Background: an optimization exercise with open tools, aiming at small area and a short achievable clock period. Do not read the settings as production practice.
Only simulation tests tie the RTL to the original design; equivalence was not proved.
No activity file was given, so power comes from the tool's default toggle rates.

==> flow/design.v (outline; a module is shown in full before it is edited, if it fits) <==
// module mac_pe: 2110 lines
// module mac_pe1: 2110 lines
// module mac_pe0: 2673 lines
// module fa: 4 lines
// module fa_g: 6 lines
// module xor_g: 3 lines
// module maj_g: 3 lines
// module ha: 4 lines
// module booth_enc: 5 lines
// module booth_enc_1: 5 lines
// module booth_enc_m: 5 lines
// module pg_aoi: 4 lines
// module pg_oai: 4 lines
// module g_aoi: 3 lines
// module g_oai: 3 lines
// module systolic_array: 48 lines
module systolic_array(
    input [31:0] a1,a2,a3,
    input [31:0] b1,b2,b3,
    input rst, clk,
    output [63:0] c1,c2,c3,c4,c5,c6,c7,c8,c9
    );
  // ...
==> flow/flow/run.sh <==
#!/bin/bash
set -euo pipefail
MARGIN=6.8
bash standard.sh SETUP_SLACK_MARGIN=$MARGIN "BUFFER_PORTS_ARGS=-buffer_cell sky130_fd_sc_hd__buf_2" finish > standard.log 2>&1
==> flow/standard.sh <==
#!/bin/bash
# synth_recipe.tcl (not shown) runs the flow's synth.tcl, then flattens the netlist and writes it again
# the make line also repeats each setting of config.mk as NAME=value (left out here)
make -C /OpenROAD-flow-scripts/flow DESIGN_CONFIG=/design/flow/config.mk WORK_HOME=/design/flow/orfs CLKGATE_MAP_FILE= SYNTH_SCRIPT=/design/flow/synth_recipe.tcl "${@:-finish}"
==> flow/config.mk <==
export PLATFORM = sky130hd
export DESIGN_NAME = systolic_array
export DESIGN_NICKNAME = systolic_array
export VERILOG_FILES = /design/flow/design.v
export SDC_FILE = /design/flow/constraint.sdc
export NUM_CORES = 8
export LEC_CHECK = 0
export CAP_MARGIN = 20
export CORE_MARGIN = 2
export CORE_UTILIZATION = 55
export CTS_BUF_LIST = sky130_fd_sc_hd__clkbuf_4 sky130_fd_sc_hd__clkbuf_8
export PLACE_DENSITY = 0.6
export SLEW_MARGIN = 20
export SYNTH_HIERARCHICAL = 1
==> flow/constraint.sdc <==
create_clock -name core_clock -period 12.0 [get_ports {clk}]
set_input_delay 2.4000 -clock core_clock [delete_from_list [all_inputs] [get_ports {clk}]]
set_output_delay 2.4000 -clock core_clock [all_outputs]
set_load 0.01 [all_outputs]
==> flow_metrics.env, run 1 <==
export IMPL_met2_length_um=433000
export IMPL_synthesis_area_um2=275000
export IMPL_max_slew_margin_rel_pct=18.9
export IMPL_arrival_ns=3.11
export IMPL_chipWidth_um=711
export IMPL_synth_xor_area_share_pct=21.1
export IMPL_drt_first_pass_iters=9
export IMPL_power_leakage_nw=112
export IMPL_final_setup_tns_ns=0
export IMPL_num_multi_input_gates=19889
export IMPL_setup_slack_ns=6.49
export IMPL_crit_chain="nand2_4 > nor2_4 > nand2_2 > o21ai_4 > buf_4 > buf_6 > xor2_2 > buf_2"
export IMPL_cts_root_buffer="clkbuf_8"
export IMPL_combPwrFrac_pct=78.8
export IMPL_grt_use_total_pct=38.8
export IMPL_synth_edf_count=0
export IMPL_switching_share_pct=49.2
export IMPL_tap_cells=6655
export IMPL_yosysTopAreaCell="fa_1"
export IMPL_min_period_ns=5.51
export IMPL_wl_met1_um=372000
export IMPL_multi_input_area_share_pct=73.6
export IMPL_worst_path_max_delay_cell="dfxtp_4"
export IMPL_startpoint_type="flip-flop"
export IMPL_clkCellAreaFrac_pct=3.17
export IMPL_buffer_area_share_pct=5.22
export IMPL_routed_top_layer="met5"
export IMPL_hp_class="flip-flop to flip-flop"
export IMPL_worstPathMaxFanout=5
export IMPL_seq_cell_share_pct=14.7
export IMPL_timing_rr_start="b2_2[11]$_DFF_P_"
export IMPL_critPathLaunch="m1.st[28]$_SDFF_PP0_"
export IMPL_die_h_um=711
export IMPL_met2_usage_pct=58.3
export IMPL_start_util_pct=55.3
export IMPL_rsz0062_at_grt="true"
export IMPL_setup_viol=0
export IMPL_via_per_inst=6.51
export IMPL_synthTopCellsByArea="fa_1 28%, dfxtp_1 16%, xnor2_1 15%"
export IMPL_end_kind="primary output"
export IMPL_first_global_vias=218358
export IMPL_drive_above_1_share_pct=23.6
export IMPL_synth_common_cells="4655 x xnor2_1, 3888 x fa_1, 3881 x a22oi_1, 2139 x dfxtp_1, 1955 x xor2_1"
export IMPL_status="timing/DRC/antenna clean"
==> run 2, diff against run 1 <==
==> flow/flow/run.sh (replaced) <==
#!/bin/bash
set -euo pipefail
MARGIN=6.7
bash standard.sh SETUP_SLACK_MARGIN=$MARGIN "BUFFER_PORTS_ARGS=-buffer_cell sky130_fd_sc_hd__buf_2" finish > standard.log 2>&1
==> flow_metrics.env, run 2 <==
export IMPL_cts_clk_slew_worst_paths_ns=0.06
export IMPL_post_dp_cell_area_um2=276000
export IMPL_post_route_cell_area_um2=293000
export IMPL_ys_flop_type="dfxtp_1"
export IMPL_yosys_warnings=10
export IMPL_wire_per_inst_um=31.8
export IMPL_seq_area_frac_synth_pct=15.6
export IMPL_grt_first_pass_wirelength_um=1470000
export IMPL_maxCapViolations=0
export IMPL_synth_top_family_by_area="adder cells"
export IMPL_postSynthAreaPerCell_um2=11.0
export IMPL_rows=259
export IMPL_cts_hold_buf=0
export IMPL_antenna_found_initial=80
export IMPL_gp_congestion=0.933
export IMPL_drt_first_pass_iters=7
export IMPL_startpoint_type="flip-flop"
export IMPL_synthesis_area_um2=275000
export IMPL_coreArea_um2=498000
export IMPL_dp_hpwl_um=651000
export IMPL_hp_class="flip-flop to flip-flop"
export IMPL_start_util_pct=55.3
export IMPL_largestRegisters="m2.pr x181, m4.pr x181, m1.st x127"
export IMPL_tightest_slew_ns=1.23
export IMPL_use_met1_pct=48.8
export IMPL_setup_viol=0
export IMPL_hold_depth=0
export IMPL_num_io_pins=770
export IMPL_timing_rr_start="b3_2[13]$_DFF_P_"
export IMPL_synth_edf_count=0
export IMPL_power_leakage_nw=111
export IMPL_finalMaxSlewViolations=0
export IMPL_die_h_um=711
export IMPL_chipWidth_um=711
export IMPL_clock_path_buffers=4
export IMPL_vdd_drop_max_uv=334
export IMPL_met2_usage_pct=57.5
export IMPL_max_slew_margin_rel_pct=18.3
export IMPL_synth_top_area_share_pct=28.3
export IMPL_fin_nets=29633
export IMPL_final_setup_tns_ns=0
export IMPL_grt_max_degree=81
export IMPL_drc=0
export IMPL_area_delta_synth_final_pct=6.62
export IMPL_portBuffers=769
export IMPL_min_from="b3_2[15]$_DFF_P_"
export IMPL_powerDensity_nw_per_um2=346
export IMPL_yosysTopAreaCell="fa_1"
export IMPL_fmax_ghz=0.179
export IMPL_crit_chain="nand2_4 > nor2_4 > nand2_4 > o21ai_4 > buf_6 > a21oi_2 > o21ai_2 > xor2_1 > buf_2"
export IMPL_end_kind="primary output"
export IMPL_arrival_ns=3.18
export IMPL_worstPathMaxFanout=5
export IMPL_grt_use_total_pct=38.7
export IMPL_reg2reg_slack_ns=6.74
export IMPL_antenna_left=0
export IMPL_grt_ovfl_total=0
export IMPL_synthMuxAreaShare_pct=0
export IMPL_crit_top_cell="nand2_4"
export IMPL_dieArea_um2=506000
export IMPL_synth_adder_area_share_pct=35.2
export IMPL_cts_htree_levels=5
export IMPL_synth_cell_types=31
export IMPL_synth_xor_area_share_pct=21.1
export IMPL_layout_common_cells="4596 x xnor2_1, 3841 x a22oi_1, 3794 x fa_1, 1890 x dfxtp_1, 1776 x xor2_1"
export IMPL_layout_commonest_cell="xnor2_1"
export IMPL_clock_sinks=2139
export IMPL_synth_compound_area_share_pct=17.9
export IMPL_min_period_ns=5.58
export IMPL_reg2reg_to="m6.pr[70]$_DFF_P_"
export IMPL_cts_inserted_buffers=408
export IMPL_cts_tree="done"
export IMPL_first_global_vias=217140
export IMPL_rsz0062_at_grt="true"
export IMPL_synth_common_cells="4655 x xnor2_1, 3888 x fa_1, 3881 x a22oi_1, 2139 x dfxtp_1, 1955 x xor2_1"
export IMPL_cts_root_buffer="clkbuf_8"
export IMPL_grt_busiest_layer="met2"
export IMPL_finalCritPeriodShare_pct=46.5
export IMPL_synth_seq_cells=2139
export IMPL_drive_above_1_share_pct=22.8
export IMPL_status="timing/DRC/antenna clean"
export IMPL_synthCells=25021
export IMPL_r2r_cells=12
export IMPL_worst_path_max_delay_cell="dfxtp_4"
export IMPL_routed_via_count=204915
export IMPL_yosysMostFrequentCell="xnor2_1"
export IMPL_worstSetupPathType="flip-flop to primary output"
export IMPL_final_hold_viol_count=0
export IMPL_finClkSkew_ns=0.113
export IMPL_use_met3_pct=11.5
export IMPL_min_to="b3_3[15]$_DFF_P_"
export IMPL_synthSimpleGateAreaFrac_pct=2.70
export IMPL_clock_latency_ns=1.26
export IMPL_synth_async_reset_ratio_pct=0
export IMPL_via_per_inst=6.50
export IMPL_cpPeakStageDelay_ns=0.47
export IMPL_drt_iter0_drc=23372
export IMPL_synthTopCellsByArea="fa_1 28%, dfxtp_1 16%, xnor2_1 15%"
export IMPL_critPathRequiredTime_ns=9.60
export IMPL_routed_wl_um=1000000
==> run 2: cell counts after synthesis <==
No cell type changed its count.
==> run 2: worst max-delay path by stage <==
| stage | cells past startpoint | slack [ns] | from | endpoint |
|---|---|---|---|---|
| after floorplan | 16 | 6.24 | b1[6] | m1.st[66]$_SDFF_PP0_ |
| after global placement | 17 | 4.23 | b1[17] | m1.st[88]$_SDFF_PP0_ |
| after detailed placement | 17 | 4.23 | b1[17] | m1.st[88]$_SDFF_PP0_ |
| after CTS | 9 | 6.48 | m1.st[26]$_SDFF_PP0_ | c1[42] |
| after global routing | 9 | 6.42 | m1.st[28]$_SDFF_PP0_ | c1[58] |
| final | 9 | 6.42 | m1.st[30]$_SDFF_PP0_ | c1[34] |
==> run 2: cell type report <==
cell class	count	area (um^2)
clock buffer	604	7690
fill	42306	204000
clock inverter	127	1630
multi-input combinational	19886	217000
timing repair buffer	1728	13700
inverter	358	1350
tap	6655	8330
sequential	2139	43300
antenna	40	100
==> run 2: power breakdown <==
part           total [mW]  internal, mW  leakage [nW]  switching, mW
registers            13.2          11.0          17.9           2.21
logic                79.8          35.8          87.8           44.0
clock network        8.39          4.81          4.91           3.58
==> run 2: what timing repair did <==
action,CTS,global route
gates resized for setup,628,435
gates cloned,9,21
pin swaps,97,97
endpoints found under the setup margin,413,289
setup buffers,141,126
endpoints found under the hold margin,0,0
==> run 2: metal layers <==
layer / part of all wire [%] / wire [um]
met3: 12 / 120000
met2: 43 / 431000
met1: 37 / 373000
met4: 7.9 / 79000
met5: 0.036 / 366
==> run 2: cells by family (layout without fill, tap and decap cells) <==
family / count (synthesis) / after routing
AND/OR/NAND/NOR: 1776 / 1776
AO/OA/AOI/OAI: 5995 / 5998
other: 9 / 70
flip-flops: 2139 / 2139
buffers and inverters: 3021 / 2817
XOR/XNOR: 6618 / 6619
adder cells (fa/ha/maj): 5463 / 5463
==> run 2: through the flow <==
| stage | util [%] | std cells | worst slack [ns] | power [mW] | hold WS [ns] |
|---|---|---|---|---|---|
| floorplan | - | 25042 | 6.24 | 70.9 | 0.332 |
| global placement | 55.5 | 30466 | 4.23 | 90.4 | 0.334 |
| detailed placement | 55.5 | 30469 | 4.23 | 91.5 | 0.334 |
| CTS | 58.2 | 31350 | 6.48 | 101 | 0.357 |
| global route | 58.9 | 31511 | 6.42 | 112 | 0.364 |
| finish | 58.9 | 31537 | 6.42 | 101 | 0.357 |
==> run 2: worst max-delay path, delay by kind of cell, from the launching register on <==
family | cells | cell delay (ns)
XOR/XNOR | 1 | 0.26
AO/OA/AOI/OAI | 3 | 0.36
flip-flops | 1 | 0.47
buffers and inverters | 2 | 0.31
AND/OR/NAND/NOR | 3 | 0.50
==> run 2: Yosys stat by module (local to each module, per instance), excerpt <==
module / area [um^2] / cells / copies in the design
pg_aoi: 12.5 / 2 / 435
ha: 12.5 / 1 / 371
fa: 20.0 / 1 / 3888
maj_g: 11.3 / 1 / 545
g_aoi: 8.76 / 1 / 357
pg_oai: 12.5 / 2 / 234
mac_pe: 16400 / 1767 / 6
booth_enc_1: 38.8 / 5 / 16
g_oai: 5.00 / 1 / 201
xor_g: 8.76 / 1 / 1090
mac_pe1: 17300 / 1823 / 2
booth_enc: 38.8 / 5 / 144
systolic_array: 7800 / 392 / 1
mac_pe0: 17500 / 1791 / 1
==> run 3, diff against run 2 <==
==> flow/flow/run.sh (replaced) <==
#!/bin/bash
set -euo pipefail
MARGIN=6.6
bash standard.sh SETUP_SLACK_MARGIN=$MARGIN "BUFFER_PORTS_ARGS=-buffer_cell sky130_fd_sc_hd__buf_2" finish > standard.log 2>&1
==> flow_metrics.env, run 3 <==
export IMPL_clock_latency_ns=1.31
export IMPL_status="timing/DRC/antenna clean"
export IMPL_post_route_util_pct=58.7
export IMPL_grt_use_total_pct=38.4
export IMPL_min_period_ns=5.50
export IMPL_synthesis_area_um2=275000
export IMPL_routed_wl_um=999000
export IMPL_r2r_cells=10
export IMPL_synth_async_reset_ratio_pct=0
export IMPL_rows=259
export IMPL_postSynthAreaPerCell_um2=11.0
export IMPL_maxCapViolations=0
export IMPL_synth_common_cells="4655 x xnor2_1, 3888 x fa_1, 3881 x a22oi_1, 2139 x dfxtp_1, 1955 x xor2_1"
export IMPL_grt_first_pass_wirelength_um=1460000
export IMPL_grt_ovfl_total=0
export IMPL_cts_inserted_buffers=402
export IMPL_final_setup_tns_ns=0
export IMPL_power_leakage_nw=110
export IMPL_chipWidth_um=711
export IMPL_cts_htree_levels=5
export IMPL_via_per_inst=6.50
export IMPL_drt_iter0_drc=22600
export IMPL_largestRegisters="m2.pr x181, m4.pr x181, m1.st x127"
export IMPL_antenna_found_initial=97
export IMPL_layout_commonest_cell="xnor2_1"
export IMPL_worst_path_stages=9
export IMPL_portBuffers=769
export IMPL_die_h_um=711
export IMPL_seq_area_frac_synth_pct=15.6
export IMPL_layout_common_cells="4606 x xnor2_1, 3860 x a22oi_1, 3846 x fa_1, 1878 x dfxtp_1, 1788 x xor2_1"
export IMPL_yosysMostFrequentCell="xnor2_1"
export IMPL_yosysTopAreaCell="fa_1"
export IMPL_setup_viol=0
export IMPL_grt_max_degree=86
export IMPL_dieArea_um2=506000
export IMPL_coreArea_um2=498000
export IMPL_yosys_warnings=10
export IMPL_powerDensity_nw_per_um2=349
export IMPL_critPathRequiredTime_ns=9.60
export IMPL_clock_sinks=2139
export IMPL_post_dp_cell_area_um2=276000
export IMPL_synth_cell_types=31
export IMPL_num_io_pins=770
export IMPL_synth_seq_cells=2139
export IMPL_gp_congestion=0.928
export IMPL_cts_clk_slew_worst_paths_ns=0.06
export IMPL_synthTopCellsByArea="fa_1 28%, dfxtp_1 16%, xnor2_1 15%"
export IMPL_area_delta_synth_final_pct=6.22
export IMPL_worstPathMaxFanout=5
export IMPL_final_hold_viol_count=0
export IMPL_startpoint_type="flip-flop"
export IMPL_synth_top_area_share_pct=28.3
export IMPL_tightest_slew_ns=1.22
export IMPL_wire_per_inst_um=31.7
export IMPL_fmax_ghz=0.182
export IMPL_crit_family="compound AO/OA/AOI/OAI gates"
export IMPL_start_util_pct=55.3
export IMPL_ys_flop_type="dfxtp_1"
export IMPL_drt_first_pass_iters=10
export IMPL_path_buf_inv=2
export IMPL_cts_tree="done"
export IMPL_synthCells=25021
export IMPL_cts_hold_buf=0
export IMPL_antenna_left=0
export IMPL_cpPeakStageDelay_ns=0.41
export IMPL_dp_hpwl_um=652000
export IMPL_first_global_vias=215993
export IMPL_drive_above_1_share_pct=22.3
export IMPL_register_area_um2=43300
export IMPL_hp_class="flip-flop to flip-flop"
export IMPL_finalMaxSlewViolations=0
export IMPL_arrival_ns=3.10
export IMPL_routed_via_count=204680
export IMPL_max_slew_margin_rel_pct=19.0
export IMPL_end_kind="primary output"
export IMPL_vdd_drop_max_uv=377
export IMPL_hold_slack_ns=0.345
export IMPL_worstSetupPathType="flip-flop to primary output"
export IMPL_post_route_cell_area_um2=292000
export IMPL_finClkSkew_ns=0.128
export IMPL_multiInputGateArea_um2=217000
export IMPL_nFillCells=42404
export IMPL_finalCritPeriodShare_pct=45.9
export IMPL_crit_chain="a21oi_4 > o21ai_4 > a21oi_4 > buf_6 > o21ai_4 > a21oi_4 > o21ai_4 > xor2_2 > buf_2"
export IMPL_drc=0
export IMPL_rsz0062_at_grt="true"
export IMPL_cts_root_buffer="clkbuf_8"
export IMPL_hold_depth=0
export IMPL_clock_path_buffers=4
export IMPL_synth_edf_count=0
export IMPL_worst_path_max_delay_cell="dfxtp_4"
export IMPL_fin_nets=29581
run 3: cell counts after synthesis:
Identical to the previous run, type by type.
run 3: modules after synthesis, one instance, submodules excluded, a selection:
module,flops+latches,area [um^2]
g_aoi,0,8.76
mac_pe0,127,17500
g_oai,0,5.00
pg_aoi,0,12.5
mac_pe,189,16400
fa,0,20.0
systolic_array,388,7800
mac_pe1,245,17300
pg_oai,0,12.5
ha,0,12.5
booth_enc,0,38.8
run 3: through the flow:
| stage | total power [mW] | instances | setup WS (ns) |
|---|---|---|---|
| after floorplan | 70.8 | 25042 | 6.24 |
| after global routing | 112 | 31465 | 6.43 |
| after global placement | 90.9 | 30467 | 4.19 |
| final | 102 | 31512 | 6.50 |
| after CTS | 102 | 31322 | 6.43 |
| after detailed placement | 92.2 | 30469 | 4.20 |
run 3: logic make-up (layout without fill, tap and decap cells):
family                   Yosys count  after routing  share of synthesized area, %
other                              9             92                        0.0123
XOR/XNOR                        6618           6618                          21.1
AO/OA/AOI/OAI                   5995           5997                          17.9
adder cells (fa/ha/maj)         5463           5463                          35.2
buffers and inverters           3021           2772                          7.45
flip-flops                      2139           2139                          15.6
AND/OR/NAND/NOR                 1776           1776                          2.70
run 3: metal layers:
layer / wire length [um] / vias to the layer above / GRT usage [%]
li1: - / 83849 / -
met1: 372000 / 103580 / 48.3
met2: 432000 / 13683 / 57.6
met3: 116000 / 3512 / 11.0
met4: 79100 / 56 / 25.6
met5: 573 / - / 0
run 3: power breakdown:
part	leakage, nW	switching [mW]	internal, mW	total [mW]
Sequential	17.9	2.25	11.0	13.2
Clock	4.91	3.57	4.82	8.39
Combinational	87.4	44.6	35.8	80.4
Total	110	50.5	51.6	102
run 3: area by class of cell:
type                            instances  area share [%]
Antenna cell                           62          0.0531
Timing Repair Buffer                 1684            4.42
Clock buffer                          602            2.60
Inverter                              358           0.461
Tap cell                             6655            2.85
Clock inverter                        128           0.586
Sequential cell                      2139            14.8
Multi-Input combinational cell      19884            74.2
run 3: worst paths after layout:
path | slack (ns) | start | end
worst max-delay path | 6.50 | m1.st[34]$_SDFF_PP0_ | c1[50]
worst min-delay path | 0.34 | a3_2[21]$_DFF_P_ | a3_3[21]$_DFF_P_
worst max register to register | 6.59 | b3_1[0]$_DFF_P_ | m3.pr[62]$_DFF_P_
worst min register to register | 0.34 | a3_2[21]$_DFF_P_ | a3_3[21]$_DFF_P_
run 3: worst register-to-register path: cells and delay by family (launching register included):
family	cells	cell delay (ns)
fa+ha+maj	6	3.02
xor+xnor	2	0.85
flops	1	0.75
buf+inv	1	0.44
compound gates	1	0.20
run 3: repair_timing:
action,4_1_cts,5_1_grt
buffers inserted,116,106
setup endpoints to repair,409,232
resized for setup,605,404
gates cloned,7,22
pin swaps,73,109
==> run 4, diff against run 3 <==
==> flow/flow/run.sh (replaced) <==
#!/bin/bash
set -euo pipefail
MARGIN=6.6
bash standard.sh SETUP_SLACK_MARGIN=$MARGIN TNS_END_PERCENT=10 "BUFFER_PORTS_ARGS=-buffer_cell sky130_fd_sc_hd__buf_2" finish > standard.log 2>&1
==> flow_metrics.env, run 4 <==
export IMPL_startpoint_type="flip-flop"
export IMPL_synth_edf_count=0
export IMPL_largestRegisters="m2.pr x181, m4.pr x181, m1.st x127"
export IMPL_timing_rr_start="b2_1[27]$_DFF_P_"
export IMPL_end_kind="flip-flop"
export IMPL_dp_hpwl_um=657000
export IMPL_finalCritPeriodShare_pct=46.8
export IMPL_placed_cells=30511
export IMPL_seq_area_frac_synth_pct=15.6
export IMPL_grt_use_total_pct=38.9
export IMPL_fmax_ghz=0.178
export IMPL_cts_inserted_buffers=392
export IMPL_first_global_vias=216666
export IMPL_power_leakage_nw=109
export IMPL_critPathLaunch="b2_1[27]$_DFF_P_"
export IMPL_crit_chain="buf_4 > xor2_2 > buf_4 > a22oi_1 > xnor2_1 > fa_1 > fa_1 > fa_1 > fa_1 > fa_1"
export IMPL_synth_adder_area_share_pct=35.2
export IMPL_drive_above_1_share_pct=21.2
export IMPL_synth_xor_area_share_pct=21.1
export IMPL_synth_async_reset_ratio_pct=0
export IMPL_pwr_share_clk_pct=8.0
export IMPL_layout_commonest_cell="xnor2_1"
export IMPL_crit_family="adder cells"
export IMPL_num_io_pins=770
export IMPL_cts_htree_levels=5
export IMPL_start_util_pct=55.3
export IMPL_combPwrFrac_pct=79.2
export IMPL_synth_compound_area_share_pct=17.9
export IMPL_hp_class="flip-flop to flip-flop"
export IMPL_synth_common_cells="4655 x xnor2_1, 3888 x fa_1, 3881 x a22oi_1, 2139 x dfxtp_1, 1955 x xor2_1"
export IMPL_antenna_found_initial=106
export IMPL_area_delta_synth_final_pct=5.20
export IMPL_arrival_ns=6.70
export IMPL_worst_path_max_delay_cell="dfxtp_2"
export IMPL_synth_seq_cells=2139
export IMPL_cts_root_buffer="clkbuf_8"
export IMPL_crit_top_cell="fa_1"
export IMPL_chipWidth_um=711
export IMPL_synth_top_family_by_area="adder cells"
export IMPL_postSynthAreaPerCell_um2=11.0
export IMPL_routed_wl_um=1000000
export IMPL_drt_iter0_drc=22768
export IMPL_rows=259
export IMPL_wire_per_inst_um=31.9
export IMPL_synthSimpleGateAreaFrac_pct=2.70
export IMPL_ys_flop_type="dfxtp_1"
export IMPL_routed_via_count=203991
export IMPL_post_route_util_pct=58.1
export IMPL_status="timing/DRC/antenna clean"
export IMPL_cts_hold_buf=0
export IMPL_yosys_warnings=10
export IMPL_cts_tree="done"
export IMPL_p_sw_mw=51.1
export IMPL_switching_share_pct=49.8
export IMPL_tightest_slew_ns=1.24
export IMPL_synthMuxAreaShare_pct=0
export IMPL_finalMaxSlewViolations=0
export IMPL_drc=0
export IMPL_final_setup_tns_ns=0
export IMPL_min_period_ns=5.61
export IMPL_drt_first_pass_iters=7
export IMPL_final_cell_count_no_fill=31447
export IMPL_cts_clk_slew_worst_paths_ns=0.06
export IMPL_nFillCells=42788
export IMPL_antenna_left=0
export IMPL_clock_path_buffers=4
export IMPL_rsz0062_at_grt="true"
export IMPL_die_h_um=711
export IMPL_vdd_drop_max_uv=430
export IMPL_synthCells=25021
export IMPL_grt_ovfl_total=0
export IMPL_powerDensity_nw_per_um2=354
export IMPL_cpPeakStageDelay_ns=1.13
export IMPL_path_buf_inv=2
export IMPL_synthesis_area_um2=275000
export IMPL_clock_latency_ns=1.28
export IMPL_layout_common_cells="4621 x xnor2_1, 3888 x fa_1, 3879 x a22oi_1, 1915 x dfxtp_1, 1787 x xor2_1"
export IMPL_via_per_inst=6.49
export IMPL_hold_slack_ns=0.323
export IMPL_min_from="rh[3]$_DFF_P_"
export IMPL_clock_sinks=2139
export IMPL_gp_congestion=0.937
export IMPL_maxCapViolations=0
export IMPL_coreArea_um2=498000
export IMPL_synth_top_area_share_pct=28.3
export IMPL_final_hold_viol_count=0
export IMPL_grt_max_degree=147
export IMPL_yosysMostFrequentCell="xnor2_1"
export IMPL_seqPwrFrac_pct=12.8
export IMPL_setup_slack_ns=6.39
export IMPL_dieArea_um2=506000
export IMPL_max_slew_margin_rel_pct=17.3
export IMPL_intPower_mw=51.5
export IMPL_yosysTopAreaCell="fa_1"
export IMPL_finClkSkew_ns=0.111
export IMPL_setup_viol=0
export IMPL_synth_cell_types=31
export IMPL_worstSetupPathType="flip-flop to flip-flop"
export IMPL_dp_slack_ns=4.25
export IMPL_portBuffers=769
export IMPL_grt_first_pass_wirelength_um=1470000
export IMPL_synthTopCellsByArea="fa_1 28%, dfxtp_1 16%, xnor2_1 15%"
export IMPL_critPathRequiredTime_ns=13.08
export IMPL_worstPathMaxFanout=33
export IMPL_fin_nets=29539
-- run 4: cell counts after synthesis --
Identical to the previous run, type by type.
-- run 4: final timing paths --
kind / cells past startpoint / slack, ns / end
hold / removal: 0 / 0.32 / rh[4]$_DFF_P_
setup reg to reg: 10 / 6.39 / m5.pr[76]$_DFF_P_
setup / recovery: 10 / 6.39 / m5.pr[76]$_DFF_P_
hold reg to reg: 0 / 0.32 / rh[4]$_DFF_P_
-- run 4: kinds of logic after synthesis --
group / after synthesis
adders and majority gates: 5463
and+or+nand+nor: 1776
AOI/OAI and AO/OA: 5995
buffers and inverters: 3021
xor gates and xnor gates: 6618
other: 9
DFF: 2139
-- run 4: final cells by class --
class	instances	area (um^2)	share of cell area, %
multi-input cells	19882	215000	74.2
flip-flops and latches	2139	43300	14.9
clock inverters	146	1850	0.639
repair buffers	1654	12400	4.28
clock buffers	561	7240	2.50
well taps	6655	8330	2.88
inverters	358	1340	0.464
diodes	52	130	0.0450
-- run 4: Yosys stat by module, one instance, submodules excluded, excerpt --
module | flops+latches | copies in the design | cells
pg_aoi | 0 | 435 | 2
booth_enc | 0 | 144 | 5
ha | 0 | 371 | 1
booth_enc_1 | 0 | 16 | 5
maj_g | 0 | 545 | 1
mac_pe0 | 127 | 1 | 1791
mac_pe | 189 | 6 | 1767
mac_pe1 | 245 | 2 | 1823
-- run 4: worst register-to-register path, cell delays in order, from the launching register on --
cell	delay, ns
dfxtp_2	1.13
buf_4	0.60
xor2_2	0.16
buf_4	0.50
a22oi_1	0.18
xnor2_1	0.20
fa_1	0.54
fa_1	0.55
fa_1	0.45
fa_1	0.48
fa_1	0.71
-- run 4: per-stage QoR --
stage	cell area, um^2	total power, mW
floorplan	275000	70.6
global placement	275000	92.2
detailed placement	275000	93.3
CTS	287000	102
global route	289000	112
finish	289000	103
-- run 4: repair_timing --
action                                  CTS  global route
pin swaps                                52            27
buffers inserted                        101            58
resized for setup                       432           273
endpoints found under the setup margin  328           308
cloned                                    4            14
-- run 4: power by group through the flow --
stage	Clock, mW	Sequential, mW	Combinational, mW
2_1_floorplan	0	12.6	58.0
3_3_place_gp	0	13.2	79.0
3_5_place_dp	0	13.3	80.0
4_1_cts	8.41	13.2	80.9
5_1_grt	8.72	13.4	90.3
6_report	8.23	13.1	81.2
-- run 4: routing by layer --
layer  vias to the layer above  GRT usage, %  share of wire (%)
met5                         -         0.141              0.039
met4                        48          25.4                8.0
met3                      3491          11.7                 12
met2                     13444          58.5                 43
met1                    103310          48.8                 37
li1                      83698             -                  -

-- what the ideal ports hide --
Ports are ideal in the flow. The routed layouts listed here were re-timed in OpenROAD.
Step 1 sets driving cells, clkbuf_16 on the clock port and buf_2 on the other inputs (assumed; they add their load-dependent delay and slew).
Step 2, shift: input delay + t, output delay - t, t = (earliest + latest rising clock arrival at the registers) / 2. This alone moves slack from input paths to output paths.
a / b / c = ideal ports / drivers / drivers and shift; a / b = the first two.
| run | shift t [ns] | setup slack, ns | worst setup path after step 2 |
|---|---|---|---|
| run 1 | 1.391 | 6.488 / 6.363 / 5.262 | input to register |
| run 2 | 1.336 | 6.423 / 6.294 / 5.244 | input to register |
| run 3 | 1.380 | 6.497 / 6.368 / 5.187 | input to register |
| run 4 | 1.357 | 6.385 / 6.315 / 5.182 | input to register |
After both steps every run listed still meets setup and hold. The setup slack of run 3, which loses most, moves by -0.129 ns with the drivers and by -1.310 ns with both steps.
